This design comes from an exercise in tuning for small area, a short achievable clock period and few clock cycles on the open sky130 flow, not from production work. Where RTL was checked, it was by simulation tests only, not by an equivalence proof against the original. Only the layout flow was run in run 6; the RTL was not checked for function there. No activity file was given, so power comes from the tool's default toggle rates.

==> flow/design.v <==
module fft_csa26 (input [25:0] a, input [25:0] b, input [25:0] c,
                  output [25:0] s, output [25:0] y);
    wire [25:0] m = (a & b) | (a & c) | (b & c);
    assign s = a ^ b ^ c;
    assign y = {m[24:0], 1'b0};
endmodule
module fft_odd_tree (input [15:0] xu, input nu, input [15:0] xv, input nv,
                     output [25:0] s, output [25:0] c);
    wire [15:0] yu = xu ^ {16{nu}};
    wire [15:0] yv = xv ^ {16{nv}};
    wire [15:0] fp = {~yu[15], yu[14:0]};
    wire [15:0] fn = { yu[15], ~yu[14:0]};
    wire [15:0] gp = {~yv[15], yv[14:0]};
    wire [15:0] gn = { yv[15], ~yv[14:0]};
    wire [25:0] t0 = {fp, 10'b0};           
    wire [25:0] t1 = {4'b0, fn, 6'b0};      
    wire [25:0] t2 = {6'b0, fn, 4'b0};      
    wire [25:0] t3 = {9'b0, fp, 1'b0};      
    wire [25:0] t4 = {1'b0, gp, 9'b0};      
    wire [25:0] t5 = {3'b0, gn, 7'b0};      
    wire [25:0] t6 = {7'b0, gp, 3'b0};      
    wire [25:0] k  = nu ? (nv ? 26'h093060a : 26'h0930482)
                        : (nv ? 26'h0930258 : 26'h09300d0);
    wire [25:0] s1, y1, s2, y2, s3, y3, s4, y4, s5, y5;
    fft_csa26 c1 (t0, t1, t2, s1, y1);
    fft_csa26 c2 (t3, t4, t5, s2, y2);
    fft_csa26 c3 (s1, y1, s2, s3, y3);
    fft_csa26 c4 (y2, t6, k,  s4, y4);
    fft_csa26 c5 (s3, y3, s4, s5, y5);
    fft_csa26 c6 (s5, y5, y4, s, c);
endmodule
module fft_p724 #(parameter [25:0] K = 26'h0) (input [15:0] x, output [25:0] s, output [25:0] c);
    wire [15:0] f = {~x[15], x[14:0]};
    wire [25:0] t0 = {1'b0, f, 9'b0};
    wire [25:0] t1 = {3'b0, f, 7'b0};
    wire [25:0] t2 = {4'b0, f, 6'b0};
    wire [25:0] t3 = {6'b0, f, 4'b0};
    wire [25:0] t4 = {8'b0, f, 2'b0};
    wire [25:0] s1, y1, s2, y2, s3, y3;
    fft_csa26 c1 (t0, t1, t2, s1, y1);
    fft_csa26 c2 (t3, t4, K,  s2, y2);
    fft_csa26 c3 (s1, y1, s2, s3, y3);
    fft_csa26 c4 (s3, y3, y2, s, c);
endmodule
module fft_t724 (input [15:0] xr, input [15:0] xi, input w6,
                 output [25:0] sr, output [25:0] cr, output [25:0] si, output [25:0] ci);
    wire [25:0] pas, pac, pbs, pbc;
    fft_p724 #(26'h295fffe) pa (xr, pas, pac);
    fft_p724 #(26'h2960000) pb (xi, pbs, pbc);
    wire [25:0] ar_s = pas ^ {26{w6}}, ar_c = pac ^ {26{w6}};
    wire [25:0] u1, v1;
    fft_csa26 c1 (pbs, pbc, ar_s, u1, v1);
    wire [25:0] u2, v2;
    fft_csa26 c2 (u1, {v1[25:1], ~w6}, ar_c, u2, v2);
    assign sr = u2;
    assign cr = {v2[25:1], ~w6};
    wire [25:0] bi_s = pbs ^ {26{w6}}, bi_c = pbc ^ {26{w6}};
    wire [25:0] u3, v3;
    fft_csa26 c3 (~pas, ~pac, bi_s, u3, v3);
    wire [25:0] u4, v4;
    fft_csa26 c4 (u3, {v3[25:1], w6}, bi_c, u4, v4);
    assign si = u4;
    assign ci = {v4[25:1], w6};
endmodule
module FFT16_RTL (
    input             clk,
    input             reset,
    input             load_en,
    input      [31:0] serial_data_in,
    output reg [31:0] serial_data_out,
    output reg        data_out_valid,
    output reg        fft_done,
    output reg        fft_core_en
);
    reg [31:0] xr;
    reg        xv;                        
    reg [3:0]  idx;                       
    reg        g8, g12, xlast;            
    always @(posedge clk) begin
        xr    <= serial_data_in;
        g8    <= idx[3];
        g12   <= idx[3] & idx[2];
        xlast <= (idx == 4'd15);
        if (reset) begin
            xv  <= 1'b0;
            idx <= 4'd0;
        end else begin
            xv <= load_en;
            if (load_en) idx <= idx + 4'd1;
        end
    end
    reg [31:0] Alo0, Alo1, Alo2, Alo3;    
    reg [31:0] Ahi0, Ahi1, Ahi2, Ahi3;    
    reg [31:0] B0, B1, B2, B3;            
    reg [31:0] Bd0, Bd1, Bd2, Bd3;        
    reg [31:0] Bt;                        
    wire [15:0] xre = xr[31:16], xim = xr[15:0];
    wire [15:0] lre = Alo0[31:16], lim = Alo0[15:0];
    wire [15:0] hre = Ahi0[31:16], him = Ahi0[15:0];
    wire [15:0] s3r = xre + (g8 ? lre : 16'd0) + (g12 ? hre : 16'd0);
    wire [15:0] s3i = xim + (g8 ? lim : 16'd0) + (g12 ? him : 16'd0);
    wire [31:0] sum3 = {s3r, s3i};
    wire [31:0] lsel = xv ? Alo1 : Alo0;
    wire [31:0] d1 = {lsel[31:16] - serial_data_in[31:16], lsel[15:0] - serial_data_in[15:0]};
    wire [15:0] sa = hre ^ ~lre ^ ~xre;
    wire [15:0] ma = (hre & ~lre) | (hre & ~xre) | (~lre & ~xre);
    wire [15:0] sb = him ^ ~lim ^ ~xim;
    wire [15:0] mb = (him & ~lim) | (him & ~xim) | (~lim & ~xim);
    wire [31:0] d2a = {sa - ~{ma[14:0], 1'b1}, sb - ~{mb[14:0], 1'b1}};
    reg       run;
    reg [4:0] pc;
    always @(posedge clk) begin
        if (reset) begin
            run <= 1'b0;
            pc  <= 5'd0;
        end else if (xv & xlast) begin
            run <= 1'b1;
            pc  <= 5'd1;
        end else if (run) begin
            pc <= pc + 5'd1;
            if (pc == 5'd20) run <= 1'b0;
        end
    end
    reg        e2v;
    reg        e2last;                    
    wire [15:0] bre = B0[31:16], bim = B0[15:0];
    wire [15:0] tre = Bt[31:16], tim = Bt[15:0];
    wire [31:0] e2dif = {bre - tre, bim - tim};
    reg [31:0] Min;
    reg        Mv;
    reg        f_a, f_b, f_w, f_p, f_pj;   
    reg        f_sw;                       
    reg        f_na1, f_na2, f_nb1, f_nb2, f_w6;
    reg [6:0]  Mdst;    
    reg [2:0]  k;
    reg [31:0] msrc;
    reg [6:0]  mdst;
    wire ld_s1 = load_en & idx[3];
    wire ld_a3 = xv & xlast;
    wire ld_a1 = run & (pc == 5'd1);
    wire ld_b3 = e2v & e2last;
    wire ld_b1 = run & (pc == 5'd3);
    always @(*) begin
        if (ld_s1) begin
            msrc = d1; k = idx[2:0];
            mdst = idx[2] ? 7'b000_0010 : 7'b000_0001;
        end else if (ld_a3) begin
            msrc = d2a; k = 3'd6; mdst = 7'b000_0100;
        end else if (ld_a1) begin
            msrc = Alo1; k = 3'd2; mdst = 7'b000_1000;
        end else if (ld_b3) begin
            msrc = e2dif; k = 3'd6; mdst = 7'b001_0000;
        end else begin
            msrc = Bd1; k = 3'd2; mdst = 7'b010_0000;
        end
    end
    always @(posedge clk) begin
        if (reset) Mv <= 1'b0;
        else Mv <= ld_s1 | ld_a3 | ld_a1 | ld_b3 | ld_b1;
        Min   <= msrc;
        Mdst  <= mdst;
        f_a   <= k[0];
        f_w   <= (k == 3'd2) | (k == 3'd6);
        f_p   <= (k == 3'd0);
        f_pj  <= (k == 3'd4);
        f_sw  <= (k == 3'd3) | (k == 3'd5);
        f_na1 <= (k != 3'd1);
        f_na2 <= (k == 3'd5);
        f_nb1 <= (k == 3'd7);
        f_nb2 <= (k != 3'd3);
        f_w6  <= (k == 3'd6);
    end
    wire [15:0] mr = Min[31:16], mi = Min[15:0];
    wire [25:0] oas, oac, obs, obc;
    fft_odd_tree ota (.xu(mr), .nu(f_na1), .xv(mi), .nv(f_na2), .s(oas), .c(oac));
    fft_odd_tree otb (.xu(mi), .nu(f_nb1), .xv(mr), .nv(f_nb2), .s(obs), .c(obc));
    wire [25:0] wsr, wcr, wsi, wci;
    fft_t724 wt (.xr(mr), .xi(mi), .w6(f_w6), .sr(wsr), .cr(wcr), .si(wsi), .ci(wci));
    wire sa_r = f_a & ~f_sw, sb_r = f_a & f_sw;
    wire [25:0] csr = ({26{sa_r}} & oas) | ({26{sb_r}} & obs) | ({26{f_w}} & wsr) |
                      ({26{f_p}} & {mr, 10'b0}) | ({26{f_pj}} & {mi, 10'b0});
    wire [25:0] ccr = ({26{sa_r}} & oac) | ({26{sb_r}} & obc) | ({26{f_w}} & wcr);
    wire [25:0] csi = ({26{sb_r}} & oas) | ({26{sa_r}} & obs) | ({26{f_w}} & wsi) |
                      ({26{f_p}} & {mi, 10'b0}) | ({26{f_pj}} & {~mr, 10'b0});
    wire [25:0] cci = ({26{sb_r}} & oac) | ({26{sa_r}} & obc) | ({26{f_w}} & wci) |
                      ({26{f_pj}} & 26'h400);
    reg [25:0] Sr, Cr, Si, Ci;
    reg [6:0]  Tdst;
    always @(posedge clk) begin
        Sr <= csr; Cr <= ccr;
        Si <= csi; Ci <= cci;
        Tdst <= (reset | ~Mv) ? 7'd0 : Mdst;
    end
    wire [25:0] rr = Sr + Cr;
    wire [25:0] ri = Si + Ci;
    wire [31:0] mres = {rr[25:10], ri[25:10]};
    reg [1:0] e2c;
    always @(posedge clk) begin
        if (reset) begin
            e2v <= 1'b0;
            e2c <= 2'd0;
        end else begin
            e2v <= Tdst[1];
            if (e2v) e2c <= e2c + 2'd1;
        end
        e2last <= Tdst[1] & (e2c == 2'd3 - {1'b0, e2v});
    end
    reg        oact;                      
    reg [3:0]  ok;                        
    reg [3:0]  orow;                      
    reg        rj;                        
    reg        xsel, ngr, ngq_r, ngs_r, ngq_i, ngs_i, ngr_i, k2r, kia, kib, kic, olast_n;
    wire [3:0] okn = oact ? ok + 4'd1 : 4'd0;
    wire [1:0] mdn = okn[3:2];            
    wire       rjn = okn[1];
    wire [1:0] nim = {1'b0, mdn[0] ^ rjn} + {1'b0, mdn[0] ^ mdn[1]} + {1'b0, mdn[1]};
    always @(posedge clk) begin
        if (reset) oact <= 1'b0;
        else if (run & pc == 5'd2) oact <= 1'b1;
        else if (ok == 4'd15) oact <= 1'b0;
        ok      <= okn;
        orow    <= 4'b0001 << okn[1:0];
        rj      <= rjn;
        xsel    <= mdn[0];
        ngr     <= mdn[0];
        ngr_i   <= mdn[0] ^ rjn;
        ngq_r   <= mdn[1];
        ngs_r   <= mdn[0] ^ mdn[1];
        ngq_i   <= mdn[0] ^ mdn[1];
        ngs_i   <= mdn[1];
        k2r     <= mdn[0] | mdn[1];
        kia     <= nim != 2'd0;
        kib     <= nim[1];
        kic     <= nim == 2'd3;
        olast_n <= (okn == 4'd15);
    end
    wire [31:0] P = ({32{orow[0]}} & Ahi0) | ({32{orow[1]}} & B0) |
                    ({32{orow[2]}} & Alo0) | ({32{orow[3]}} & Bd0);
    wire [31:0] Q = ({32{orow[0]}} & Ahi1) | ({32{orow[1]}} & B1) |
                    ({32{orow[2]}} & Alo1) | ({32{orow[3]}} & Bd1);
    wire [31:0] R = ({32{orow[0]}} & Ahi2) | ({32{orow[1]}} & B2) |
                    ({32{orow[2]}} & Alo2) | ({32{orow[3]}} & Bd2);
    wire [31:0] S = ({32{orow[0]}} & Ahi3) | ({32{orow[1]}} & B3) |
                    ({32{orow[2]}} & Alo3) | ({32{orow[3]}} & Bd3);
    wire [15:0] ar_ = P[31:16];
    wire [15:0] br_ = (rj ? R[15:0] : R[31:16]) ^ {16{ngr}};
    wire [15:0] cr_ = (xsel ? Q[15:0] : Q[31:16]) ^ {16{ngq_r}};
    wire [15:0] dr_ = (xsel ? S[15:0] : S[31:16]) ^ {16{ngs_r}};
    wire [15:0] ai_ = P[15:0];
    wire [15:0] bi_ = (rj ? R[31:16] : R[15:0]) ^ {16{ngr_i}};
    wire [15:0] ci_ = (xsel ? Q[31:16] : Q[15:0]) ^ {16{ngq_i}};
    wire [15:0] di_ = (xsel ? S[31:16] : S[15:0]) ^ {16{ngs_i}};
    wire [15:0] s1r = ar_ ^ br_ ^ cr_;
    wire [15:0] m1r = (ar_ & br_) | (ar_ & cr_) | (br_ & cr_);
    wire [15:0] c1r = {m1r[14:0], k2r};
    wire [15:0] s1i = ai_ ^ bi_ ^ ci_;
    wire [15:0] m1i = (ai_ & bi_) | (ai_ & ci_) | (bi_ & ci_);
    wire [15:0] c1i = {m1i[14:0], kia};
    wire [15:0] m2r = (s1r & c1r) | (s1r & dr_) | (c1r & dr_);
    wire [15:0] m2i = (s1i & c1i) | (s1i & di_) | (c1i & di_);
    wire [15:0] s2r = s1r ^ c1r ^ dr_;
    wire [15:0] c2r = {m2r[14:0], k2r};
    wire [15:0] s2i = s1i ^ c1i ^ di_;
    wire [15:0] c2i = {m2i[14:0], kib};
    wire [15:0] sum_r = (ov1 ? OSr : bre) + (ov1 ? OCr : tre);
    wire [15:0] sum_i = (ov1 ? OSi : bim) + (ov1 ? OCi : tim) + {15'd0, ov1 & ocin};
    wire [31:0] e2sum = {sum_r, sum_i};
    reg [15:0] OSr, OCr, OSi, OCi;
    reg        ov1, olast, ocin;
    always @(posedge clk) begin
        OSr <= s2r; OCr <= c2r; OSi <= s2i; OCi <= c2i;
        ocin  <= kic;
        olast <= oact & olast_n;
        ov1   <= reset ? 1'b0 : oact;
    end
    always @(posedge clk) begin
        serial_data_out <= {sum_r, sum_i};
        if (reset) begin
            data_out_valid <= 1'b0;
            fft_done       <= 1'b0;
            fft_core_en    <= 1'b0;
        end else begin
            data_out_valid <= ov1;
            fft_done       <= ov1 & olast;
            if (load_en && idx == 4'd15) fft_core_en <= 1'b1;
            else if (ov1 & olast)        fft_core_en <= 1'b0;
        end
    end
    always @(posedge clk) begin
        if (xv) begin
            Ahi0 <= Ahi1; Ahi1 <= Ahi2; Ahi2 <= Ahi3; Ahi3 <= sum3;
            Alo0 <= Alo1; Alo1 <= Alo2; Alo2 <= Alo3; Alo3 <= g12 ? d2a : Ahi0;
        end else begin
            if (Tdst[3]) Alo1 <= mres;
            if (Tdst[2]) Alo3 <= mres;
        end
        Bt <= mres;
        if (Tdst[0] | e2v) begin
            B0 <= B1; B1 <= B2; B2 <= B3; B3 <= Tdst[0] ? mres : e2sum;
        end
        if (e2v & e2c == 2'd0) Bd0 <= e2dif;
        if (Tdst[5] | (e2v & e2c == 2'd1)) Bd1 <= Tdst[5] ? mres : e2dif;
        if (e2v & e2c == 2'd2) Bd2 <= e2dif;
        if (Tdst[4]) Bd3 <= mres;
    end
endmodule
==> flow/constraint.sdc <==
create_clock -name core_clock -period 10.0 [get_ports {clk}]
set_input_delay 2.0000 -clock core_clock [delete_from_list [all_inputs] [get_ports {clk}]]
set_output_delay 2.0000 -clock core_clock [all_outputs]
set_load 0.01 [all_outputs]
==> flow/flow/run.sh <==
#!/bin/bash
set -euo pipefail
bash standard.sh SETUP_SLACK_MARGIN=6.1 finish > standard.log 2>&1
==> flow/standard.sh <==
#!/bin/bash
# synth_recipe.tcl (not shown) runs the flow's synth.tcl, then flattens the netlist and writes it again
# the make line also repeats each setting of config.mk as NAME=value (left out here)
make -C /OpenROAD-flow-scripts/flow DESIGN_CONFIG=/design/flow/config.mk WORK_HOME=/design/flow/orfs CLKGATE_MAP_FILE= SYNTH_SCRIPT=/design/flow/synth_recipe.tcl "${@:-finish}"
==> flow/config.mk <==
export PLATFORM = sky130hd
export DESIGN_NAME = FFT16_RTL
export DESIGN_NICKNAME = FFT16_RTL
export VERILOG_FILES = /design/flow/design.v
export SDC_FILE = /design/flow/constraint.sdc
export NUM_CORES = 8
export LEC_CHECK = 0
export CAP_MARGIN = 20
export CORE_MARGIN = 2
export CORE_UTILIZATION = 60
export CTS_BUF_LIST = sky130_fd_sc_hd__clkbuf_8
export CTS_CLUSTER_DIAMETER = 50
export CTS_CLUSTER_SIZE = 20
export PLACE_DENSITY = 0.72
export SETUP_SLACK_MARGIN = 5
export SLEW_MARGIN = 30
==> flow_summary.yaml, run 1 <==
cts:
  cts.sinks: 866
  clock-root-buffer: "clkbuf_8"
  clock_path_buffers: 3
  htree_levels: 3
  numCtsBuffers: 91
  clk_latency_ns: 0.78
  postCtsHoldBufs: 0
  path_clk_slew_ns: 0.10
  cts_tree: "built"
global_route:
  antenna_found_initial: 2
  grt_max_degree: 90
  grtUsageTotal_pct: 35.6
  overflow: 0
  grt_pass1_wl_mm: 251
  grt_pass1_vias: 40000
synthesis:
  ys_ff_latch: 866
  synth_area_per_cell_um2: 10.6
  async_flop_share_pct: 0
  syn-instance-count: 5282
  synth_top_area_share_pct: 25.6
  synth_top_cell_by_area: "edfxtp_1"
  synth_top_flop_cell: "edfxtp_1"
  synth.top_cells.by_area: "edfxtp_1 26%, fa_1 14%, dfxtp_1 14%"
  synth-seq-area-share_pct: 39.4
  syn-num-nets: 6062
  yosys.cell_count.top_type: "inv_1"
  synthesis.area_um2: 56200
  yosys-top-cells-count: "596 x inv_1, 480 x edfxtp_1, 430 x nand2_1"
  yosysUniqueCellTypes: 80
  synth_edf_count: 480
  ys_warn_count: 1
worst_setup_path:
  worstSetupEndpointType: "flop"
  crit_end: "Min[30]$_DFF_P_"
  arrival_ns: 4.54
  critPathSlowestCell: "clkdlybuf4s50_1"
  rr_startpoint: "g8$_DFF_P_"
  max_stage_delay_ns: 0.60
  r2r_cells: 15
  r2r_end: "Ahi3[15]$_DFFE_PP_"
  crit_cells: 10
  path_max_fanout: 5
  ff2ff_setup_slack_ns: 6.15
  crit_path_start_kind: "primary input"
  worstSetupPathType: "primary input to flop"
  critPathLaunch: "serial_data_in[25]"
  path_buf_inv: 2
  cp_cell_sequence: "clkdlybuf4s50_1 > inv_1 > ha_1 > nand3_1 > a211oi_4 > nor2_1 > a211o_1 > o21a_1 > xnor2_1 > o22a_1"
  cp_top_family: "compound AO/OA/AOI/OAI gates"
  crit_required_ns: 10.66
floorplanning:
  dieWidth_um: 310
  ioPinCount: 70
  start_util_pct: 60.4
  coreArea_um2: 93000
  die-area_um2: 96100
  placementRows: 112
  die_h_um: 310
sta:
  maxSlewHeadroom_pct: 30.6
  clock-skew-final_ns: 0.0616
  fin_hold_ws_ns: 0.337
  setup-violations-final: 0
  tightest_slew_ns: 1.04
  min_period_ns: 3.87
  fin_setup_tns_ns: 0
  rsz0062_at_grt: "true"
  period_share_pct: 38.7
  hold_viol_final: 0
  fmaxAchievable_mhz: 258
  finalMaxSlewViolations: 0
layout:
  drive_gt1_share_pct: 11.2
  area_growth_pct: 10.5
  final_nets: 6114
  final_area_um2: 62100
placement:
  gp_congestion: 0.954
  dpl.hpwl_mm: 127
  port-buffer-count: 69
  placed_area_um2: 58200
power:
  peakVddDrop_mv: 0.0798
  p_leak_nw: 25.0
  power_density_nw_per_um2: 125
outcome:
  status: "finished clean"
route:
  wl_per_cell_um: 25.8
  dr_total_vias: 41300
  drc: 0
  antenna_left: 0
  dr.pass1.iters: 6
  post_drt_via_cell_ratio: 6.19
  first_iter_violations: 5102
  totalWireLength_mm: 172
hold_path:
  hold_path_class: "flop to flop"
job:
  drv_cap: 0
==> worst min-delay path by stage <==
stage,from,endpoint,slack [ns],cells after the start
6_report,kib$_DFF_P_,OCi[0]$_DFF_P_,0.34,0
5_1_grt,kic$_DFF_P_,ocin$_DFF_P_,0.34,0
2_1_floorplan,kib$_DFF_P_,OCi[0]$_DFF_P_,0.31,0
3_5_place_dp,kic$_DFF_P_,ocin$_DFF_P_,0.31,0
4_1_cts,kib$_DFF_P_,OCi[0]$_DFF_P_,0.34,0
3_3_place_gp,kic$_DFF_P_,ocin$_DFF_P_,0.31,0
==> metrics by stage <==
step	power, mW	utilization (%)	worst slack [ns]	cells
2_1_floorplan	4.64	-	5.89	5282
3_3_place_gp	4.96	62.5	5.06	6415
3_5_place_dp	4.98	62.5	4.98	6415
4_1_cts	7.74	65.5	6.05	6600
5_1_grt	8.03	66.7	6.02	6668
6_report	7.79	66.8	6.13	6669
==> cell usage in the layout, fill, tap and decap left out, drive strengths merged, types with 11 or more instances in the layout <==
cell type,netlist,layout
a211oi,25,25
o21a,29,29
mux2i,100,100
or3,17,17
a21oi,189,189
o21bai,11,11
a22o,14,14
fa,401,401
xnor2,331,331
nand2b,21,21
clkbuf,200,98
o211ai,18,18
edfxtp,480,480
dfxtp,386,386
nand3,142,142
a31oi,14,14
ha,344,344
buf,54,140
nor2b,36,36
nor2,149,149
mux2,110,110
a21boi,13,13
xor2,182,182
and2,77,77
o31ai,13,13
o21ai,304,304
inv,599,638
o22ai,67,67
a221o,27,27
nand2,430,430
clkdlybuf4s50,0,62
clkinv,4,28
nor3,55,55
and3,19,19
a22oi,256,256
o221ai,12,12
a21o,47,47
==> report_power, final <==
group | total [mW] | leakage [nW] | switching, mW | internal, mW
clock network | 2.79 | 1.15 | 1.61 | 1.19
registers | 3.95 | 7.65 | 0.0924 | 3.86
logic | 1.04 | 16.2 | 0.625 | 0.418
==> worst reg2reg max path, cell delays in order (launching register included) <==
cell and delay (ns):
dfxtp_1 0.36, buf_12 0.17, and2_1 0.23, fa_1 0.49, ha_1 0.19, inv_1 0.07, fa_1 0.45, nor2b_1 0.15
o21ai_0 0.13, a21boi_2 0.27, o21ai_1 0.15, a211oi_2 0.42, o31ai_2 0.14, o21bai_1 0.15, a21oi_1 0.10, xnor2_1 0.13
==> kinds of logic after synthesis <==
logic type | after synthesis | synth area share [%]
xor gates and xnor gates | 513 | 8.01
and+or+nand+nor | 970 | 7.81
DFF | 866 | 39.4
buffers and inverters | 857 | 5.72
muxes | 210 | 3.98
AOI/OAI and AO/OA | 1113 | 13.0
adders and majority gates | 753 | 22.1
==> repair_timing <==
action,4_1_cts,5_1_grt
setup endpoints to repair,101,65
resized for setup,110,110
hold endpoints to repair,0,0
gates cloned,1,1
pin swaps,12,40
buffers inserted,12,65
==> area by class of cell <==
cell class / instances / area, um^2
flip-flops and latches: 866 / 22300
multi-input cells: 3559 / 31600
well taps: 1254 / 1570
inverters: 603 / 2270
diodes: 2 / 5.00
clock buffers: 95 / 1310
fillers: 7222 / 30900
clock inverters: 77 / 971
repair buffers: 213 / 2090
==> routing by layer <==
metal	GRT usage [%]	part of all wire (%)	vias up
li1	-	-	18300
met1	50.0	40	20200
met2	54.2	44	2490
met3	9.58	13	301
met4	10.5	3.0	0
met5	0	0	-
Testbench counts, summed over its fixed seeds: cycles 18,440.
==> run 2: changes to the inputs <==
--- a/flow/config.mk
+++ b/flow/config.mk
@@ -6,5 +6,5 @@
 export NUM_CORES = 8
 export LEC_CHECK = 0
-export CAP_MARGIN = 20
+export CAP_MARGIN = 10
 export CORE_MARGIN = 2
 export CORE_UTILIZATION = 60
@@ -12,5 +12,4 @@
 export CTS_CLUSTER_DIAMETER = 50
 export CTS_CLUSTER_SIZE = 20
-export PLACE_DENSITY = 0.72
 export SETUP_SLACK_MARGIN = 5
-export SLEW_MARGIN = 30
+export SLEW_MARGIN = 10
==> run 2 against run 1 <==
Compared with the run above:
- still clean on timing, DRC and antenna
- register-to-register slack hardly changed
- clock skew grew 0.0078 ns
- utilization is 0.081 points higher
- final area is 0.12% higher
- combinational power about the same
- synthesized cell count is the same
- global-route usage is 1.1 points higher
- critical path type unchanged
==> flow_summary.yaml, run 2 <==
cts:
  clk_latency_ns: 0.80
  cts.sinks: 866
  htree_levels: 3
  cts_tree: "built"
  numCtsBuffers: 98
  clock-root-buffer: "clkbuf_8"
  path_clk_slew_ns: 0.09
  clock_path_buffers: 3
synthesis:
  ys_warn_count: 1
  synth_top_area_share_pct: 25.6
  syn-num-nets: 6062
  async_flop_share_pct: 0
  yosys.cell_count.top_type: "inv_1"
  synth_top_flop_cell: "edfxtp_1"
  yosys.area_share.simple_pct: 7.81
  synth-seq-area-share_pct: 39.4
  synth.top_cells.by_area: "edfxtp_1 26%, fa_1 14%, dfxtp_1 14%"
  yosys-top-cells-count: "596 x inv_1, 480 x edfxtp_1, 430 x nand2_1"
  synthesis.area_um2: 56200
  ys_ff_latch: 866
  synth_edf_count: 480
  synth_top_family_by_area: "adder cells"
  synth_compound_area_share_pct: 13.0
  synth_xor_area_share_pct: 8.01
  synthAdderAreaFrac_pct: 22.1
  synth_top_cell_by_area: "edfxtp_1"
  synth_area_per_cell_um2: 10.6
  muxShareOfSynthArea_pct: 3.98
  syn-instance-count: 5282
  yosysUniqueCellTypes: 80
power:
  power_density_nw_per_um2: 126
  peakVddDrop_mv: 0.0878
  p_leak_nw: 25.1
placement:
  gp_congestion: 0.941
  dpl.hpwl_mm: 131
  placed_area_um2: 58200
  port-buffer-count: 69
worst_setup_path:
  cp_cell_sequence: "clkdlybuf4s50_1 > inv_1 > ha_1 > o21ai_0 > a211oi_4 > nor2_1 > a211o_1 > o21a_1 > xnor2_1 > o22a_1"
  worstSetupEndpointType: "flop"
  worstSetupPathType: "primary input to flop"
  arrival_ns: 4.54
  crit_required_ns: 10.66
  critPathSlowestCell: "clkdlybuf4s50_1"
  max_stage_delay_ns: 0.62
  path_max_fanout: 4
  crit_path_start_kind: "primary input"
global_route:
  antenna_found_initial: 3
  grt_pass1_vias: 40000
  overflow: 0
  grtUsageTotal_pct: 36.7
  grt_max_degree: 101
  grt_pass1_wl_mm: 257
outcome:
  status: "finished clean"
floorplanning:
  die_h_um: 310
  ioPinCount: 70
  die-area_um2: 96100
  start_util_pct: 60.4
  coreArea_um2: 93000
  placementRows: 112
  dieWidth_um: 310
route:
  dr_total_vias: 41200
  wl_per_cell_um: 26.3
  drc: 0
  antenna_left: 0
  post_drt_via_cell_ratio: 6.15
  totalWireLength_mm: 176
  first_iter_violations: 4877
  dr.pass1.iters: 6
sta:
  clock-skew-final_ns: 0.0694
  hold_viol_final: 0
  tightest_slew_ns: 1.16
  finalMaxSlewViolations: 0
  rsz0062_at_grt: "true"
  period_share_pct: 38.8
  fmaxAchievable_mhz: 258
  maxSlewHeadroom_pct: 22.3
  fin_setup_tns_ns: 0
  min_period_ns: 3.88
  setup-violations-final: 0
layout:
  area_growth_pct: 10.6
  n_fill_cell: 7356
  drive_gt1_share_pct: 11.7
  final_common_cell: "inv_1"
  final_area_um2: 62200
  final_nets: 6133
  most-common-layout-cells: "592 x inv_1, 480 x edfxtp_1, 429 x nand2_1, 382 x fa_1, 348 x dfxtp_1"
hold_path:
  hold_path_class: "flop to flop"
job:
  drv_cap: 0
==> run 2: cell counts after synthesis <==
No cell type changed its count.
==> run 2: stage by stage <==
stage          hold WS, ns  power [mW]  cells  utilization [%]  setup slack (ns)
5_1_grt              0.351        8.08   6696             66.8              5.98
3_5_place_dp         0.319        4.97   6424             62.5              5.06
6_report             0.345        7.83   6699             66.8              6.12
3_3_place_gp         0.320        4.95   6424             62.5              5.07
4_1_cts              0.349        7.80   6626             65.6              5.94
2_1_floorplan        0.310        4.64   5282                -              5.89
==> run 2: final cells by class <==
cell class              count  area [um^2]  area share [%]
multi-input cells        3559        31600            50.8
flip-flops and latches    866        22300            35.8
inverters                 603         2280            3.66
repair buffers            225         2110            3.39
well taps                1254         1570            2.52
clock buffers             100         1380            2.21
clock inverters            86          983            1.58
diodes                      6         15.0          0.0241
==> run 2: worst paths after layout <==
kind | cells past startpoint | slack [ns] | to | startpoint
worst max-delay path | 10 | 6.12 | Min[30]$_DFF_P_ | serial_data_in[22]
worst min-delay path | 0 | 0.34 | OCi[0]$_DFF_P_ | kib$_DFF_P_
worst max register to register | 9 | 6.15 | Si[19]$_DFF_P_ | Min[10]$_DFF_P_
worst min register to register | 0 | 0.34 | OCi[0]$_DFF_P_ | kib$_DFF_P_
==> run 2: layer usage <==
| layer | up-vias | track usage (%) | wire length, um |
|---|---|---|---|
| met3 | 296 | 9.06 | 19800 |
| met4 | 0 | 11.3 | 5830 |
| li1 | 18300 | - | - |
| met2 | 2099 | 55.9 | 77800 |
| met1 | 20500 | 52.1 | 73000 |
| met5 | - | 0 | 0 |
==> run 2: cells by family (layout without fill, tap and decap cells) <==
| logic type | after synthesis | in the layout |
|---|---|---|
| fa+ha+maj | 753 | 753 |
| other cells | 0 | 6 |
| xor+xnor | 513 | 513 |
| simple gates | 970 | 970 |
| flops | 866 | 866 |
| mux | 210 | 210 |
| buf+inv | 857 | 1014 |
| compound gates | 1113 | 1113 |
==> run 2: worst max-delay path: cells and delay by family <==
family                     cells  cell delay [ns]
adders and majority gates      1             0.34
buffers and inverters          2             0.70
and+or+nand+nor                1             0.09
AOI/OAI and AO/OA              5             1.29
xor gates and xnor gates       1             0.12
==> run 2: report_power, final <==
part           switching, mW  leakage (nW)  internal, mW
Sequential            0.0891          7.65          3.86
Clock                   1.59          1.19          1.25
Combinational          0.619          16.3         0.419
Total                   2.30          25.1          5.52
==> run 2: timing repair <==
item                       4_1_cts  5_1_grt
pin swaps                       16       41
setup endpoints to repair      103       71
hold buffers                     0        0
gates resized for setup        110      125
buffers inserted                16       67
gates cloned                     0        0
==> run 3: changes to the inputs <==
--- a/flow/config.mk
+++ b/flow/config.mk
@@ -12,4 +12,5 @@
 export CTS_CLUSTER_DIAMETER = 50
 export CTS_CLUSTER_SIZE = 20
+export GPL_ROUTABILITY_DRIVEN = 0
 export SETUP_SLACK_MARGIN = 5
 export SLEW_MARGIN = 10
==> run 3 against run 2 <==
Compared with the run above:
- clock skew decreased by 0.0068 ns
- wire length decreased by 0.14%
- sequential share of layout area decreased by 0.078 points
- still clean
- sequential power about the same
- global-route usage decreased by 0.062 points
- final cell count increased by 0.27%
- flip-flop and latch count unchanged
- critical path depth unchanged
- power increased by 0.34%
==> flow_summary.yaml, run 3 <==
global_route:
  overflow: 0
  grt_max_degree: 94
  grt_pass1_vias: 39900
  antenna_found_initial: 6
  grt_pass1_wl_mm: 256
  grtUsageTotal_pct: 36.7
worst_setup_path:
  arrival_ns: 4.51
  worstSetupPathType: "primary input to flop"
  path_max_fanout: 5
  worstSetupEndpointType: "flop"
  crit_required_ns: 10.64
  crit_path_start_kind: "primary input"
layout:
  final_common_cell: "inv_1"
  multi_input_area_um2: 31500
  drive_gt1_share_pct: 11.8
  area_growth_pct: 10.9
  n_fill_cell: 7432
  most-common-layout-cells: "593 x inv_1, 480 x edfxtp_1, 429 x nand2_1, 387 x fa_1, 347 x dfxtp_1"
  final_nets: 6151
  regArea_um2: 22300
synthesis:
  synth_edf_count: 480
  ys_warn_count: 1
  syn-num-nets: 6062
  synth_top_cell_by_area: "edfxtp_1"
  syn-instance-count: 5282
  ys_ff_latch: 866
  synth.top_cells.by_area: "edfxtp_1 26%, fa_1 14%, dfxtp_1 14%"
  yosys.cell_count.top_type: "inv_1"
  yosys-top-cells-count: "596 x inv_1, 480 x edfxtp_1, 430 x nand2_1"
  synth_compound_area_share_pct: 13.0
  synthesis.area_um2: 56200
  synth-seq-area-share_pct: 39.4
  synth_xor_area_share_pct: 8.01
  muxShareOfSynthArea_pct: 3.98
  synth_top_area_share_pct: 25.6
  synth_top_flop_cell: "edfxtp_1"
  yosysUniqueCellTypes: 80
  synth_area_per_cell_um2: 10.6
  synthAdderAreaFrac_pct: 22.1
  synth_top_family_by_area: "adder cells"
  yosys.area_share.simple_pct: 7.81
  async_flop_share_pct: 0
floorplanning:
  placementRows: 112
  dieWidth_um: 310
  ioPinCount: 70
  coreArea_um2: 93000
  die_h_um: 310
  die-area_um2: 96100
  start_util_pct: 60.4
sta:
  min_period_ns: 3.87
  setup_ws_ns: 6.13
  setup-violations-final: 0
  rsz0062_at_grt: "true"
  fin_setup_tns_ns: 0
  fmaxAchievable_mhz: 258
  clock-skew-final_ns: 0.0626
  tightest_slew_ns: 1.26
  period_share_pct: 38.7
  maxSlewHeadroom_pct: 15.1
  hold_viol_final: 0
  fin_hold_ws_ns: 0.337
  finalMaxSlewViolations: 0
cts:
  cts.sinks: 866
  htree_levels: 3
  path_clk_slew_ns: 0.10
  clock-root-buffer: "clkbuf_8"
  cts_tree: "built"
  clk_latency_ns: 0.79
  postCtsHoldBufs: 0
  numCtsBuffers: 98
  clock_path_buffers: 3
power:
  p_sw_share_pct: 29.4
  p_switching_mw: 2.31
  p_leak_nw: 25.2
  internal-power_mw: 5.55
  peakVddDrop_mv: 0.0885
  seq_power_share_pct: 50.3
  combPwrFrac_pct: 13.3
  p_clk_share_pct: 36.4
  power_density_nw_per_um2: 126
placement:
  port-buffer-count: 69
  place_ws_ns: 5.09
  dpl.hpwl_mm: 131
route:
  wl_per_cell_um: 26.2
  dr_total_vias: 41300
  dr.pass1.iters: 7
  antenna_left: 0
  drc: 0
  post_drt_via_cell_ratio: 6.15
  totalWireLength_mm: 176
  first_iter_violations: 5011
job:
  drv_cap: 0
hold_path:
  hold_path_class: "flop to flop"
outcome:
  status: "finished clean"
-- run 3: power groups by stage --
stage                     clock network (mW)  registers, mW  logic, mW
final                                   2.86           3.95       1.04
after global routing                    3.02           3.96       1.13
after CTS                               2.89           3.95      0.979
after detailed placement                   0           4.03      0.940
after global placement                     0           4.03      0.924
after floorplan                            0           4.00      0.638
-- run 3: cells by family (layout without fill, tap and decap cells) --
family | count (synthesis) | in the layout
AOI/OAI and AO/OA | 1113 | 1113
and+or+nand+nor | 970 | 970
DFF | 866 | 866
buffers and inverters | 857 | 1032
adders and majority gates | 753 | 753
xor gates and xnor gates | 513 | 513
muxes | 210 | 210
other | 0 | 6
-- run 3: metal layers --
layer	up-vias	GRT usage (%)	part of all wire (%)	wire length (um)
li1	18400	-	-	-
met1	20500	52.8	42	73200
met2	2158	54.8	44	76700
met3	319	8.08	11	19500
met4	2	12.9	3.8	6760
met5	-	0	0.0074	13
-- run 3: repair_timing --
item,in CTS,in global routing
pin swaps,15,48
endpoints found under the setup margin,96,97
setup buffers,14,90
gates cloned,0,0
resized for setup,113,118
-- run 3: worst max-delay path, cell delays in order --
cell,delay [ns]
clkdlybuf4s50_1,0.64
inv_1,0.09
ha_1,0.37
nand3_1,0.15
a211oi_4,0.32
nor2_1,0.10
a211o_1,0.32
o21a_1,0.20
xnor2_1,0.12
o22a_1,0.19
-- run 3: area by class of cell --
class                           count  share of cell area (%)
Sequential cell                   866                    35.7
Clock buffer                      102                    2.25
Clock inverter                     84                    1.55
Antenna cell                        6                  0.0241
Tap cell                         1254                    2.52
Inverter                          603                    3.67
Multi-Input combinational cell   3559                    50.6
Timing Repair Buffer              243                    3.67
-- run 3: final timing paths --
path	startpoint	end	slack (ns)	cells past startpoint
setup / recovery	serial_data_in[23]	Min[30]$_DFF_P_	6.13	10
hold / removal	kib$_DFF_P_	OCi[0]$_DFF_P_	0.34	0
setup reg to reg	Ahi0[1]$_DFFE_PP_	Ahi3[15]$_DFFE_PP_	6.14	15
hold reg to reg	kib$_DFF_P_	OCi[0]$_DFF_P_	0.34	0
-- run 3: stage by stage --
step | util (%) | instances | cell area, um^2 | power [mW]
3_5_place_dp | 62.5 | 6421 | 58200 | 4.97
3_3_place_gp | 62.5 | 6421 | 58200 | 4.96
4_1_cts | 65.6 | 6621 | 61000 | 7.81
5_1_grt | 67.0 | 6713 | 62300 | 8.11
2_1_floorplan | - | 5282 | 56400 | 4.64
6_report | 67.0 | 6717 | 62300 | 7.85
==> run 4: changes to the inputs <==
--- a/flow/config.mk
+++ b/flow/config.mk
@@ -8,9 +8,8 @@
 export CAP_MARGIN = 10
 export CORE_MARGIN = 2
-export CORE_UTILIZATION = 60
+export CORE_UTILIZATION = 55
 export CTS_BUF_LIST = sky130_fd_sc_hd__clkbuf_8
-export CTS_CLUSTER_DIAMETER = 50
-export CTS_CLUSTER_SIZE = 20
-export GPL_ROUTABILITY_DRIVEN = 0
+export CTS_CLUSTER_DIAMETER = 40
+export CTS_CLUSTER_SIZE = 16
 export SETUP_SLACK_MARGIN = 5
 export SLEW_MARGIN = 10
==> run 4 against run 3 <==
Compared with the run above:
- still clean
- power up 7.7%
- sequential share of layout area down 0.55 points
- combinational power about the same
- setup slack worse by 0.032 ns
- critical endpoint is now Si[10]$_DFF_P_
- highest routed layer is now met4
==> flow_summary.yaml, run 4 <==
layout:
  final_common_cell: "inv_1"
  area_growth_pct: 12.6
  final_util_pct: 62.3
  drive_gt1_share_pct: 13.0
  most-common-layout-cells: "598 x inv_1, 480 x edfxtp_1, 429 x nand2_1, 382 x fa_1, 345 x dfxtp_1"
  final_nets: 6184
  final_area_um2: 63300
global_route:
  antenna_found_initial: 7
  grt_pass1_wl_mm: 263
  grt_pass1_vias: 40300
  grt_use_met2_pct: 51.7
  grt_max_degree: 84
  grtUsageMet3_pct: 8.36
  globalRouteMet1Util_pct: 49.8
  grt.busiest_layer: "met2"
  overflow: 0
  grtUsageTotal_pct: 34.6
route:
  totalWireLength_mm: 180
  post_drt_via_cell_ratio: 5.95
  antenna_left: 0
  wl_per_cell_um: 26.2
  first_iter_violations: 4667
  dr.pass1.iters: 6
  drc: 0
  dr_total_vias: 41000
sta:
  rsz0062_at_grt: "true"
  min_period_ns: 3.91
  clock-skew-final_ns: 0.0502
  setup-violations-final: 0
  tightest_slew_ns: 1.36
  fmaxAchievable_mhz: 256
  finalMaxSlewViolations: 0
  hold_viol_final: 0
  period_share_pct: 39.1
  maxSlewHeadroom_pct: 9.27
  setup_ws_ns: 6.09
  fin_setup_tns_ns: 0
synthesis:
  syn-num-nets: 6062
  synth_top_cell_by_area: "edfxtp_1"
  synthAdderAreaFrac_pct: 22.1
  synth_top_area_share_pct: 25.6
  synth_area_per_cell_um2: 10.6
  synth.top_cells.by_area: "edfxtp_1 26%, fa_1 14%, dfxtp_1 14%"
  async_flop_share_pct: 0
  ys_warn_count: 1
  synth_top_flop_cell: "edfxtp_1"
  synthesis.area_um2: 56200
  yosys.area_share.simple_pct: 7.81
  synth-seq-area-share_pct: 39.4
  synth_xor_area_share_pct: 8.01
  synth_top_family_by_area: "adder cells"
  synth_compound_area_share_pct: 13.0
  synth_edf_count: 480
  ys_ff_latch: 866
  muxShareOfSynthArea_pct: 3.98
  yosysUniqueCellTypes: 80
  syn-instance-count: 5282
  yosys.cell_count.top_type: "inv_1"
  yosys-top-cells-count: "596 x inv_1, 480 x edfxtp_1, 430 x nand2_1"
worst_setup_path:
  critPathSlowestCell: "fa_1"
  r2r_end: "Si[10]$_DFF_P_"
  crit_top_cell: "fa_1"
  arrival_ns: 4.63
  path_max_fanout: 12
  rr_startpoint: "Min[1]$_DFF_P_"
  worstSetupPathType: "flop to flop"
  crit_path_start_kind: "flop"
  r2r_cells: 10
  cp_cell_sequence: "buf_4 > fa_1 > inv_1 > fa_1 > fa_1 > xor2_1 > fa_2 > fa_1 > o22ai_1 > a221o_1"
  worstSetupEndpointType: "flop"
  crit_required_ns: 10.72
  max_stage_delay_ns: 0.59
  ff2ff_setup_slack_ns: 6.09
hold_path:
  hold_depth: 0
  hold-path-endpoint: "OCi[0]$_DFF_P_"
  hold_path_class: "flop to flop"
  holdCritStartpoint: "kib$_DFF_P_"
cts:
  cts_tree: "built"
  path_clk_slew_ns: 0.08
  clock-root-buffer: "clkbuf_8"
  clk_latency_ns: 0.85
  postCtsHoldBufs: 0
  cts.sinks: 866
  clock_path_buffers: 3
  htree_levels: 4
  numCtsBuffers: 133
floorplanning:
  ioPinCount: 70
  coreArea_um2: 102000
  placementRows: 117
  die-area_um2: 105000
  start_util_pct: 55.3
  dieWidth_um: 324
  die_h_um: 324
power:
  p_switching_mw: 2.36
  peakVddDrop_mv: 0.126
  power_density_nw_per_um2: 134
  internal-power_mw: 6.10
  p_clk_share_pct: 40.9
  p_sw_share_pct: 27.9
  seq_power_share_pct: 46.7
  p_leak_nw: 25.6
  combPwrFrac_pct: 12.4
placement:
  placed_area_um2: 58300
  port-buffer-count: 69
  place_ws_ns: 5.05
  dpl.hpwl_mm: 134
  gp_congestion: 0.933
outcome:
  status: "finished clean"
job:
  drv_cap: 0
## run 4: stage by stage
stage               hold slack (ns)  total power, mW  instances
floorplan                     0.310             4.64       5282
global placement              0.310             4.96       6532
detailed placement            0.312             4.97       6532
CTS                           0.330             8.43       6806
global route                  0.331             8.74       6887
finish                        0.334             8.46       6887
## run 4: worst max-delay path by stage
stage	from	endpoint	slack, ns	cells after the start
after floorplan	xv$_SDFF_PP0_	Min[15]$_DFF_P_	5.89	15
after global placement	serial_data_in[17]	Min[29]$_DFF_P_	5.08	11
after detailed placement	serial_data_in[17]	Min[29]$_DFF_P_	5.05	11
after CTS	Ahi0[1]$_DFFE_PP_	Ahi3[15]$_DFFE_PP_	6.05	16
after global routing	Ahi0[1]$_DFFE_PP_	Alo3[13]$_DFFE_PP_	5.98	18
final	Min[1]$_DFF_P_	Si[10]$_DFF_P_	6.09	10
## run 4: final cells by class
| cell class | count | area, um^2 |
|---|---|---|
| Clock inverter | 98 | 1050 |
| Timing Repair Buffer | 241 | 2310 |
| Tap cell | 1368 | 1710 |
| Fill cell | 8531 | 38300 |
| Antenna cell | 3 | 7.51 |
| Clock buffer | 149 | 2050 |
| Inverter | 603 | 2280 |
| Multi-Input combinational cell | 3559 | 31600 |
| Sequential cell | 866 | 22300 |
## run 4: critical path, delay by kind of cell, from the launching register on
kind	cells	cell delay [ns]
AO/OA/AOI/OAI	2	0.38
XOR/XNOR	1	0.24
adder cells (fa/ha/maj)	5	2.56
buffers and inverters	2	0.27
flip-flops	1	0.31
## run 4: metal layers
| metal | share of wire [%] | up-vias |
|---|---|---|
| met2 | 44 | 1884 |
| met1 | 43 | 20400 |
| met3 | 9.9 | 250 |
| li1 | - | 18500 |
| met4 | 2.9 | 0 |
| met5 | 0 | - |
## run 4: kinds of logic (layout without fill, tap and decap cells)
group                    Yosys count  count (layout)
AO/OA/AOI/OAI                   1113            1113
other                              0               3
AND/OR/NAND/NOR                  970             970
XOR/XNOR                         513             513
multiplexers                     210             210
adder cells (fa/ha/maj)          753             753
buffers and inverters            857            1091
flip-flops                       866             866
## run 4: power groups by stage
stage          Sequential, mW  Clock (mW)  Combinational, mW
4_1_cts                  3.95        3.49              0.992
3_5_place_dp             4.03           0              0.939
5_1_grt                  3.96        3.64               1.14
3_3_place_gp             4.03           0              0.928
6_report                 3.95        3.46               1.05
2_1_floorplan            4.00           0              0.638
## run 4: timing repair
item                       4_1_cts  5_1_grt
cloned                           0        1
buffers inserted                27       77
setup endpoints to repair      109       76
pin swaps                       20       61
gates resized for setup        140      122
==> run 5: changes to the inputs <==
--- a/flow/config.mk
+++ b/flow/config.mk
@@ -6,10 +6,10 @@
 export NUM_CORES = 8
 export LEC_CHECK = 0
-export CAP_MARGIN = 10
+export CAP_MARGIN = 20
 export CORE_MARGIN = 2
-export CORE_UTILIZATION = 55
+export CORE_UTILIZATION = 60
 export CTS_BUF_LIST = sky130_fd_sc_hd__clkbuf_8
 export CTS_CLUSTER_DIAMETER = 40
 export CTS_CLUSTER_SIZE = 16
 export SETUP_SLACK_MARGIN = 5
-export SLEW_MARGIN = 10
+export SLEW_MARGIN = 30
==> run 5 against run 4 <==
Compared with the run above:
- die area fell by 8.2%
- combinational power barely moved
- critical path depth fell by 1
- flip-flop and latch count did not move
- final cell count fell by 2.2%
- final area fell by 0.92%
- critical path type is now primary input to flop
==> flow_summary.yaml, run 5 <==
synthesis:
  ys_warn_count: 1
  synth_xor_area_share_pct: 8.01
  synthAdderAreaFrac_pct: 22.1
  synth_compound_area_share_pct: 13.0
  synth_top_flop_cell: "edfxtp_1"
  synth_top_area_share_pct: 25.6
  synth_top_cell_by_area: "edfxtp_1"
  yosysUniqueCellTypes: 80
  synth_edf_count: 480
  synthesis.area_um2: 56200
  async_flop_share_pct: 0
  yosys.area_share.simple_pct: 7.81
  syn-instance-count: 5282
  ys_ff_latch: 866
  synth-seq-area-share_pct: 39.4
  synth_area_per_cell_um2: 10.6
  syn-num-nets: 6062
  yosys-top-cells-count: "596 x inv_1, 480 x edfxtp_1, 430 x nand2_1"
  muxShareOfSynthArea_pct: 3.98
  synth.top_cells.by_area: "edfxtp_1 26%, fa_1 14%, dfxtp_1 14%"
  yosys.cell_count.top_type: "inv_1"
  synth_top_family_by_area: "adder cells"
power:
  seq_power_share_pct: 46.9
  p_sw_share_pct: 27.3
  combPwrFrac_pct: 12.3
  p_clk_share_pct: 40.9
  p_leak_nw: 25.4
  internal-power_mw: 6.13
  power_density_nw_per_um2: 134
  p_switching_mw: 2.30
  finalPower_mw: 8.43
  peakVddDrop_mv: 0.127
route:
  post_drt_via_cell_ratio: 6.12
  antenna_left: 0
  first_iter_violations: 4976
  totalWireLength_mm: 177
  dr_total_vias: 41200
  wl_per_cell_um: 26.3
  drc: 0
  dr.pass1.iters: 8
sta:
  hold_viol_final: 0
  finalMaxSlewViolations: 0
  fmaxAchievable_mhz: 258
  setup-violations-final: 0
  tightest_slew_ns: 1.09
  period_share_pct: 38.7
  clock-skew-final_ns: 0.0509
  fin_setup_tns_ns: 0
  maxSlewHeadroom_pct: 26.8
  rsz0062_at_grt: "true"
  min_period_ns: 3.87
worst_setup_path:
  critPathSlowestCell: "clkdlybuf4s50_1"
  worstSetupPathType: "primary input to flop"
  crit_required_ns: 10.67
  max_stage_delay_ns: 0.65
  ff2ff_setup_slack_ns: 6.13
  r2r_end: "Si[19]$_DFF_P_"
  cp_cell_sequence: "clkdlybuf4s50_1 > inv_1 > ha_1 > nand3_1 > a211oi_2 > nor2_2 > a2111oi_4 > mux2i_1 > a221o_1"
  worstSetupEndpointType: "flop"
  r2r_cells: 10
  rr_startpoint: "Min[26]$_DFF_P_"
  path_max_fanout: 6
  crit_path_start_kind: "primary input"
  arrival_ns: 4.54
cts:
  cts.sinks: 866
  clock_path_buffers: 3
  path_clk_slew_ns: 0.08
  cts_tree: "built"
  clk_latency_ns: 0.83
  clock-root-buffer: "clkbuf_8"
  htree_levels: 4
  numCtsBuffers: 131
  postCtsHoldBufs: 0
job:
  drv_cap: 0
global_route:
  grtUsageTotal_pct: 37.0
  grt_pass1_wl_mm: 258
  grt_max_degree: 101
  grtUsageMet3_pct: 9.75
  grt.busiest_layer: "met2"
  grt_use_met2_pct: 55.8
  globalRouteMet1Util_pct: 52.0
  antenna_found_initial: 5
  overflow: 0
  grt_pass1_vias: 40300
layout:
  final_nets: 6153
  area_growth_pct: 11.6
  multi_input_area_um2: 31600
  drive_gt1_share_pct: 12.1
  final_util_pct: 67.4
  regArea_um2: 22300
  final_common_cell: "inv_1"
  most-common-layout-cells: "608 x inv_1, 480 x edfxtp_1, 429 x nand2_1, 387 x fa_1, 345 x dfxtp_1"
  n_fill_cell: 7338
floorplanning:
  die_h_um: 310
  placementRows: 112
  coreArea_um2: 93000
  die-area_um2: 96100
  ioPinCount: 70
  dieWidth_um: 310
  start_util_pct: 60.4
hold_path:
  hold_path_class: "flop to flop"
  hold_depth: 0
  hold-path-endpoint: "OCi[0]$_DFF_P_"
  holdCritStartpoint: "kib$_DFF_P_"
placement:
  gp_congestion: 0.941
  port-buffer-count: 69
  dpl.hpwl_mm: 131
outcome:
  status: "finished clean"
run 5: cell counts after synthesis:
Identical to the previous run, type by type.
run 5: repair_timing:
item	4_1_cts	5_1_grt
hold endpoints to repair	0	0
gates resized for setup	103	101
pin swaps	13	31
setup endpoints to repair	95	57
setup buffers	11	59
run 5: metal layers:
| layer | up-vias | wire length, um |
|---|---|---|
| li1 | 18400 | - |
| met3 | 305 | 19800 |
| met4 | 2 | 5920 |
| met5 | - | 41 |
| met2 | 2165 | 78200 |
| met1 | 20400 | 72900 |
run 5: how the worst max path moves through the flow:
stage	startpoint	to	slack, ns	cells after the start
2_1_floorplan	xv$_SDFF_PP0_	Min[15]$_DFF_P_	5.89	15
3_3_place_gp	serial_data_in[17]	Min[29]$_DFF_P_	5.07	11
3_5_place_dp	serial_data_in[17]	Min[29]$_DFF_P_	5.06	11
4_1_cts	g8$_DFF_P_	Ahi3[15]$_DFFE_PP_	6.08	15
5_1_grt	Ahi0[1]$_DFFE_PP_	Ahi3[15]$_DFFE_PP_	5.97	15
6_report	serial_data_in[24]	Min[29]$_DFF_P_	6.13	9
run 5: layout make-up:
type / instances / share of cell area (%)
Clock inverter: 98 / 1.79
Timing Repair Buffer: 212 / 3.14
Tap cell: 1254 / 2.50
Multi-Input combinational cell: 3559 / 50.3
Clock buffer: 143 / 3.14
Inverter: 603 / 3.63
Antenna cell: 2 / 0.00798
Sequential cell: 866 / 35.5
run 5: per-stage QoR:
step,worst slack [ns],hold WS (ns),std cells,cell area [um^2]
finish,6.13,0.341,6737,62700
global route,5.97,0.356,6737,62700
CTS,6.08,0.346,6676,61700
detailed placement,5.06,0.319,6424,58200
global placement,5.07,0.320,6424,58200
floorplan,5.89,0.310,5282,56400
run 5: worst max-delay path: cells and delay by family:
family | cells | cell delay [ns]
simple gates | 2 | 0.25
mux | 1 | 0.13
buf+inv | 2 | 0.73
compound gates | 3 | 1.01
fa+ha+maj | 1 | 0.41
run 5: kinds of logic after synthesis:
logic type,Yosys count
muxes,210
and+or+nand+nor,970
AOI/OAI and AO/OA,1113
buffers and inverters,857
xor gates and xnor gates,513
DFF,866
adders and majority gates,753
run 5: power by group through the flow:
stage,registers (mW),logic [mW],clock network [mW]
global route,3.96,1.12,3.63
detailed placement,4.03,0.938,0
floorplan,4.00,0.638,0
CTS,3.95,0.968,3.47
global placement,4.03,0.923,0
finish,3.95,1.03,3.45
==> run 6: changes to the inputs <==
--- a/flow/design.v
+++ b/flow/design.v
@@ -77,4 +77,5 @@
     reg [3:0]  idx;                       
     reg        g8, g12, xlast;            
+    reg [2:0]  xj;
     always @(posedge clk) begin
         xr    <= serial_data_in;
@@ -82,4 +83,5 @@
         g12   <= idx[3] & idx[2];
         xlast <= (idx == 4'd15);
+        xj    <= idx[2:0];
         if (reset) begin
             xv  <= 1'b0;
@@ -101,6 +103,5 @@
     wire [15:0] s3i = xim + (g8 ? lim : 16'd0) + (g12 ? him : 16'd0);
     wire [31:0] sum3 = {s3r, s3i};
-    wire [31:0] lsel = xv ? Alo1 : Alo0;
-    wire [31:0] d1 = {lsel[31:16] - serial_data_in[31:16], lsel[15:0] - serial_data_in[15:0]};
+    wire [31:0] d1 = {lre - xre, lim - xim};
     wire [15:0] sa = hre ^ ~lre ^ ~xre;
     wire [15:0] ma = (hre & ~lre) | (hre & ~xre) | (~lre & ~xre);
@@ -126,4 +127,5 @@
     wire [15:0] bre = B0[31:16], bim = B0[15:0];
     wire [15:0] tre = Bt[31:16], tim = Bt[15:0];
+    wire [31:0] e2sum = {bre + tre, bim + tim};
     wire [31:0] e2dif = {bre - tre, bim - tim};
     reg [31:0] Min;
@@ -136,15 +138,15 @@
     reg [31:0] msrc;
     reg [6:0]  mdst;
-    wire ld_s1 = load_en & idx[3];
-    wire ld_a3 = xv & xlast;
-    wire ld_a1 = run & (pc == 5'd1);
+    wire ld_s1 = xv & g8;
+    wire ld_a3 = run & (pc == 5'd1);
+    wire ld_a1 = run & (pc == 5'd2);
     wire ld_b3 = e2v & e2last;
-    wire ld_b1 = run & (pc == 5'd3);
+    wire ld_b1 = run & (pc == 5'd4);
     always @(*) begin
         if (ld_s1) begin
-            msrc = d1; k = idx[2:0];
-            mdst = idx[2] ? 7'b000_0010 : 7'b000_0001;
+            msrc = d1; k = xj;
+            mdst = xj[2] ? 7'b000_0010 : 7'b000_0001;
         end else if (ld_a3) begin
-            msrc = d2a; k = 3'd6; mdst = 7'b000_0100;
+            msrc = Alo3; k = 3'd6; mdst = 7'b000_0100;
         end else if (ld_a1) begin
             msrc = Alo1; k = 3'd2; mdst = 7'b000_1000;
@@ -206,4 +208,21 @@
         e2last <= Tdst[1] & (e2c == 2'd3 - {1'b0, e2v});
     end
+    always @(posedge clk) begin
+        if (xv) begin
+            Ahi0 <= Ahi1; Ahi1 <= Ahi2; Ahi2 <= Ahi3; Ahi3 <= sum3;
+            Alo0 <= Alo1; Alo1 <= Alo2; Alo2 <= Alo3; Alo3 <= g12 ? d2a : Ahi0;
+        end else begin
+            if (Tdst[3]) Alo1 <= mres;
+            if (Tdst[2]) Alo3 <= mres;
+        end
+        if (Tdst[1]) Bt <= mres;
+        if (Tdst[0] | e2v) begin
+            B0 <= B1; B1 <= B2; B2 <= B3; B3 <= Tdst[0] ? mres : e2sum;
+        end
+        if (e2v & e2c == 2'd0) Bd0 <= e2dif;
+        if (Tdst[5] | (e2v & e2c == 2'd1)) Bd1 <= Tdst[5] ? mres : e2dif;
+        if (e2v & e2c == 2'd2) Bd2 <= e2dif;
+        if (Tdst[4]) Bd3 <= mres;
+    end
     reg        oact;                      
     reg [3:0]  ok;                        
@@ -217,5 +236,5 @@
     always @(posedge clk) begin
         if (reset) oact <= 1'b0;
-        else if (run & pc == 5'd2) oact <= 1'b1;
+        else if (run & pc == 5'd3) oact <= 1'b1;
         else if (ok == 4'd15) oact <= 1'b0;
         ok      <= okn;
@@ -259,21 +278,17 @@
     wire [15:0] m2r = (s1r & c1r) | (s1r & dr_) | (c1r & dr_);
     wire [15:0] m2i = (s1i & c1i) | (s1i & di_) | (c1i & di_);
-    wire [15:0] s2r = s1r ^ c1r ^ dr_;
-    wire [15:0] c2r = {m2r[14:0], k2r};
-    wire [15:0] s2i = s1i ^ c1i ^ di_;
-    wire [15:0] c2i = {m2i[14:0], kib};
-    wire [15:0] sum_r = (ov1 ? OSr : bre) + (ov1 ? OCr : tre);
-    wire [15:0] sum_i = (ov1 ? OSi : bim) + (ov1 ? OCi : tim) + {15'd0, ov1 & ocin};
-    wire [31:0] e2sum = {sum_r, sum_i};
     reg [15:0] OSr, OCr, OSi, OCi;
     reg        ov1, olast, ocin;
     always @(posedge clk) begin
-        OSr <= s2r; OCr <= c2r; OSi <= s2i; OCi <= c2i;
-        ocin  <= kic;
-        olast <= oact & olast_n;
-        ov1   <= reset ? 1'b0 : oact;
+        OSr <= s1r ^ c1r ^ dr_;
+        OCr <= {m2r[14:0], k2r};
+        OSi <= s1i ^ c1i ^ di_;
+        OCi <= {m2i[14:0], kib};
+        ocin <= kic;
+        olast <= olast_n & oact;
+        ov1 <= reset ? 1'b0 : oact;
     end
     always @(posedge clk) begin
-        serial_data_out <= {sum_r, sum_i};
+        if (ov1) serial_data_out <= {OSr + OCr, OSi + OCi + {15'd0, ocin}};
         if (reset) begin
             data_out_valid <= 1'b0;
@@ -287,20 +302,3 @@
         end
     end
-    always @(posedge clk) begin
-        if (xv) begin
-            Ahi0 <= Ahi1; Ahi1 <= Ahi2; Ahi2 <= Ahi3; Ahi3 <= sum3;
-            Alo0 <= Alo1; Alo1 <= Alo2; Alo2 <= Alo3; Alo3 <= g12 ? d2a : Ahi0;
-        end else begin
-            if (Tdst[3]) Alo1 <= mres;
-            if (Tdst[2]) Alo3 <= mres;
-        end
-        Bt <= mres;
-        if (Tdst[0] | e2v) begin
-            B0 <= B1; B1 <= B2; B2 <= B3; B3 <= Tdst[0] ? mres : e2sum;
-        end
-        if (e2v & e2c == 2'd0) Bd0 <= e2dif;
-        if (Tdst[5] | (e2v & e2c == 2'd1)) Bd1 <= Tdst[5] ? mres : e2dif;
-        if (e2v & e2c == 2'd2) Bd2 <= e2dif;
-        if (Tdst[4]) Bd3 <= mres;
-    end
 endmodule
==> flow/run.sh (new file) <==
#!/bin/bash
# synth_recipe.tcl (not shown) runs the flow's synth.tcl, then flattens the netlist and writes it again
# the make line also repeats each setting of config.mk as NAME=value (left out here)
make -C /OpenROAD-flow-scripts/flow DESIGN_CONFIG=/design/flow/config.mk WORK_HOME=/design/flow/orfs CLKGATE_MAP_FILE= SYNTH_SCRIPT=/design/flow/synth_recipe.tcl finish
--- a/flow/config.mk
+++ b/flow/config.mk
@@ -6,10 +6,8 @@
 export NUM_CORES = 8
 export LEC_CHECK = 0
+export ABC_CLOCK_PERIOD_IN_PS = 3000
 export CAP_MARGIN = 20
 export CORE_MARGIN = 2
 export CORE_UTILIZATION = 60
-export CTS_BUF_LIST = sky130_fd_sc_hd__clkbuf_8
-export CTS_CLUSTER_DIAMETER = 40
-export CTS_CLUSTER_SIZE = 16
 export SETUP_SLACK_MARGIN = 5
 export SLEW_MARGIN = 30
removed: flow/flow/run.sh
removed: flow/standard.sh
==> run 6 against run 5 <==
Compared with the run above:
- still clean on timing, DRC and antenna
- setup slack lost 0.82 ns
- clock power grew 4%
- combinational power shrank 22%
- maximum frequency shrank 17%
- register-to-register slack lost 0.82 ns
- non-clock buffer count shrank 82
- utilization shrank 1.7 points
- sequential share of layout area grew 1.2 points
- power shrank 0.32%
- highest routed layer is now met4
==> flow_summary.yaml, run 6 <==
outcome:
  status: "finished clean"
layout:
  area_growth_pct: 8.67
  n_fill_cell: 7743
  stdcell_count: 6717
  final_nets: 6199
  most-common-layout-cells: "629 x inv_1, 576 x edfxtp_1, 404 x ha_1, 403 x fa_1, 359 x xnor2_1"
  final_common_cell: "inv_1"
  drive_gt1_share_pct: 5.81
cts:
  clock-root-buffer: "clkbuf_16"
  postCtsHoldBufs: 0
  numCtsBuffers: 96
  path_clk_slew_ns: 0.06
  clk_latency_ns: 0.69
  cts_tree: "built"
  cts_resized: 0
  htree_levels: 3
  clock_path_buffers: 3
  cts.sinks: 869
  cts_setup_buffers: 0
synthesis:
  synth_top_flop_cell: "edfxtp_1"
  synth_top_area_share_pct: 29.7
  synth_compound_area_share_pct: 13.4
  syn-num-nets: 6229
  ys_ff_latch: 869
  yosysUniqueCellTypes: 78
  synthAdderAreaFrac_pct: 22.7
  synth_xor_area_share_pct: 7.87
  synth-seq-area-share_pct: 39.7
  muxShareOfSynthArea_pct: 2.71
  synth_edf_count: 576
  ys_warn_count: 1
  syn-instance-count: 5387
  synth.top_cells.by_area: "edfxtp_1 30%, fa_1 14%, dfxtp_1 10%"
  synth_top_family_by_area: "adder cells"
  synth_top_cell_by_area: "edfxtp_1"
  async_flop_share_pct: 0
  yosys.cell_count.top_type: "inv_1"
  yosys.area_share.simple_pct: 7.76
  yosys-top-cells-count: "630 x inv_1, 576 x edfxtp_1, 404 x ha_1"
  synth_area_per_cell_um2: 10.8
  synthesis.area_um2: 58300
placement:
  gp_congestion: 0.960
  port-buffer-count: 69
  place_inst: 6535
  dpl.hpwl_mm: 127
hold_path:
  hold_path_class: "flop to flop"
  hold_depth: 0
  holdCritStartpoint: "kic$_DFF_P_"
  hold-path-endpoint: "ocin$_DFF_P_"
sta:
  finalMaxSlewViolations: 0
  hold_viol_final: 0
  fin_hold_ws_ns: 0.338
  rsz0062_at_grt: "false"
  maxSlewHeadroom_pct: 31.5
  fmaxAchievable_mhz: 213
  clock-skew-final_ns: 0.0436
  setup-violations-final: 0
  fin_setup_tns_ns: 0
  period_share_pct: 46.9
  tightest_slew_ns: 1.03
  min_period_ns: 4.69
floorplanning:
  start_util_pct: 60.4
  die_h_um: 316
  ioPinCount: 70
  coreArea_um2: 96400
  dieWidth_um: 316
  die-area_um2: 99600
  placementRows: 114
global_route:
  grt_pass1_vias: 41300
  antenna_found_initial: 4
  grtUsageTotal_pct: 35.0
  overflow: 0
  grt_max_degree: 153
  grt_pass1_wl_mm: 258
power:
  p_clk_share_pct: 42.9
  internal-power_mw: 6.30
  seq_power_share_pct: 47.5
  p_switching_mw: 2.10
  combPwrFrac_pct: 9.6
  finalPower_mw: 8.41
  p_leak_nw: 25.5
  peakVddDrop_mv: 0.135
  power_density_nw_per_um2: 133
  p_sw_share_pct: 25.0
route:
  first_iter_violations: 4640
  post_drt_via_cell_ratio: 6.21
  antenna_left: 0
  totalWireLength_mm: 174
  dr.pass1.iters: 9
  wl_per_cell_um: 25.9
  drc: 0
  dr_total_vias: 41700
worst_setup_path:
  rr_startpoint: "Alo0[1]$_DFFE_PP_"
  cp_cell_sequence: "inv_1 > fa_1 > inv_1 > ha_1 > inv_1 > fa_1 > a211oi_1 > o21ai_0 > a2111oi_0 > o41ai_1 > a311oi_1 > xor2_1 > mux2i_1"
  worstSetupEndpointType: "flop"
  crit_required_ns: 10.37
  ff2ff_setup_slack_ns: 5.31
  critPathSlowestCell: "a2111oi_0"
  crit_top_cell: "inv_1"
  path_max_fanout: 4
  arrival_ns: 5.06
  r2r_end: "Alo3[15]$_DFFE_PP_"
  crit_path_start_kind: "flop"
  worstSetupPathType: "flop to flop"
  r2r_cells: 13
  max_stage_delay_ns: 0.75
job:
  drv_cap: 0
[run 6: cell types whose count changed after synthesis, sizes merged, moves of 30 or more]
| cell | previous run | this run |
|---|---|---|
| dfxtp | 386 | 293 |
| mux2 | 110 | 56 |
| o21ai | 304 | 255 |
| xnor2 | 331 | 361 |
| ha | 344 | 404 |
| edfxtp | 480 | 576 |
| nand2 | 430 | 334 |
| nor2 | 149 | 191 |
| inv | 599 | 632 |
[run 6: logic make-up (layout without fill, tap and decap cells)]
group,after synthesis,count (layout)
compound gates,1166,1166
xor+xnor,524,524
fa+ha+maj,817,817
buf+inv,895,948
flops,869,869
mux,151,151
other cells,0,1
simple gates,965,965
[run 6: worst max-delay path, delay by kind of cell, from the launching register on]
family / cells / cell delay, ns
multiplexers: 1 / 0.08
AO/OA/AOI/OAI: 5 / 2.26
XOR/XNOR: 1 / 0.17
adder cells (fa/ha/maj): 3 / 1.07
buffers and inverters: 3 / 0.33
flip-flops: 1 / 0.46
[run 6: cell type report]
type | count | area, um^2 | share of cell area [%]
well taps | 1276 | 1600 | 2.52
multi-input cells | 3623 | 31800 | 50.2
diodes | 1 | 2.50 | 0.00395
inverters | 637 | 2390 | 3.78
clock buffers | 131 | 2660 | 4.19
repair buffers | 130 | 1160 | 1.83
flip-flops and latches | 869 | 23200 | 36.7
clock inverters | 50 | 526 | 0.830
[run 6: stage by stage]
step	utilization [%]	setup WS [ns]	instance area [um^2]
6_report	65.7	5.31	63300
5_1_grt	65.7	5.05	63300
4_1_cts	65.7	5.35	63300
3_5_place_dp	62.4	5.42	60100
3_3_place_gp	62.4	5.46	60100
2_1_floorplan	-	5.65	58300
[run 6: per-layer routing]
metal | up-vias | track usage [%] | wire length [um]
met3 | 346 | 5.87 | 15300
li1 | 18700 | - | -
met4 | 0 | 12.7 | 6610
met2 | 1981 | 55.9 | 80400
met5 | - | 0 | 0
met1 | 20700 | 48.5 | 71600
[run 6: worst max-delay path by stage]
stage,from,endpoint,slack [ns],cells past startpoint
after floorplan,f_na1$_DFF_P_,Si[15]$_DFF_P_,5.65,11
after global placement,Alo0[1]$_DFFE_PP_,Alo3[15]$_DFFE_PP_,5.46,13
after detailed placement,Alo0[1]$_DFFE_PP_,Alo3[15]$_DFFE_PP_,5.42,13
after CTS,Alo0[1]$_DFFE_PP_,Alo3[15]$_DFFE_PP_,5.35,13
after global routing,Alo0[1]$_DFFE_PP_,Alo3[15]$_DFFE_PP_,5.05,13
final,Alo0[1]$_DFFE_PP_,Alo3[15]$_DFFE_PP_,5.31,13
[run 6: power by group through the flow]
stage,registers [mW],logic (mW),clock network (mW)
6_report,3.99,0.806,3.60
5_1_grt,4.00,0.884,3.77
4_1_cts,3.99,0.800,3.63
3_5_place_dp,4.07,0.794,0
3_3_place_gp,4.07,0.779,0
2_1_floorplan,4.05,0.534,0

Re-timed with assumed drivers on the ports (clkbuf_16 on the clock, buf_2 on other inputs), run 6 has 5.314 ns of setup slack against 5.314 ns with ideal ports, and 5.314 ns once port delays also move by the mid clock arrival of 0.746 ns.
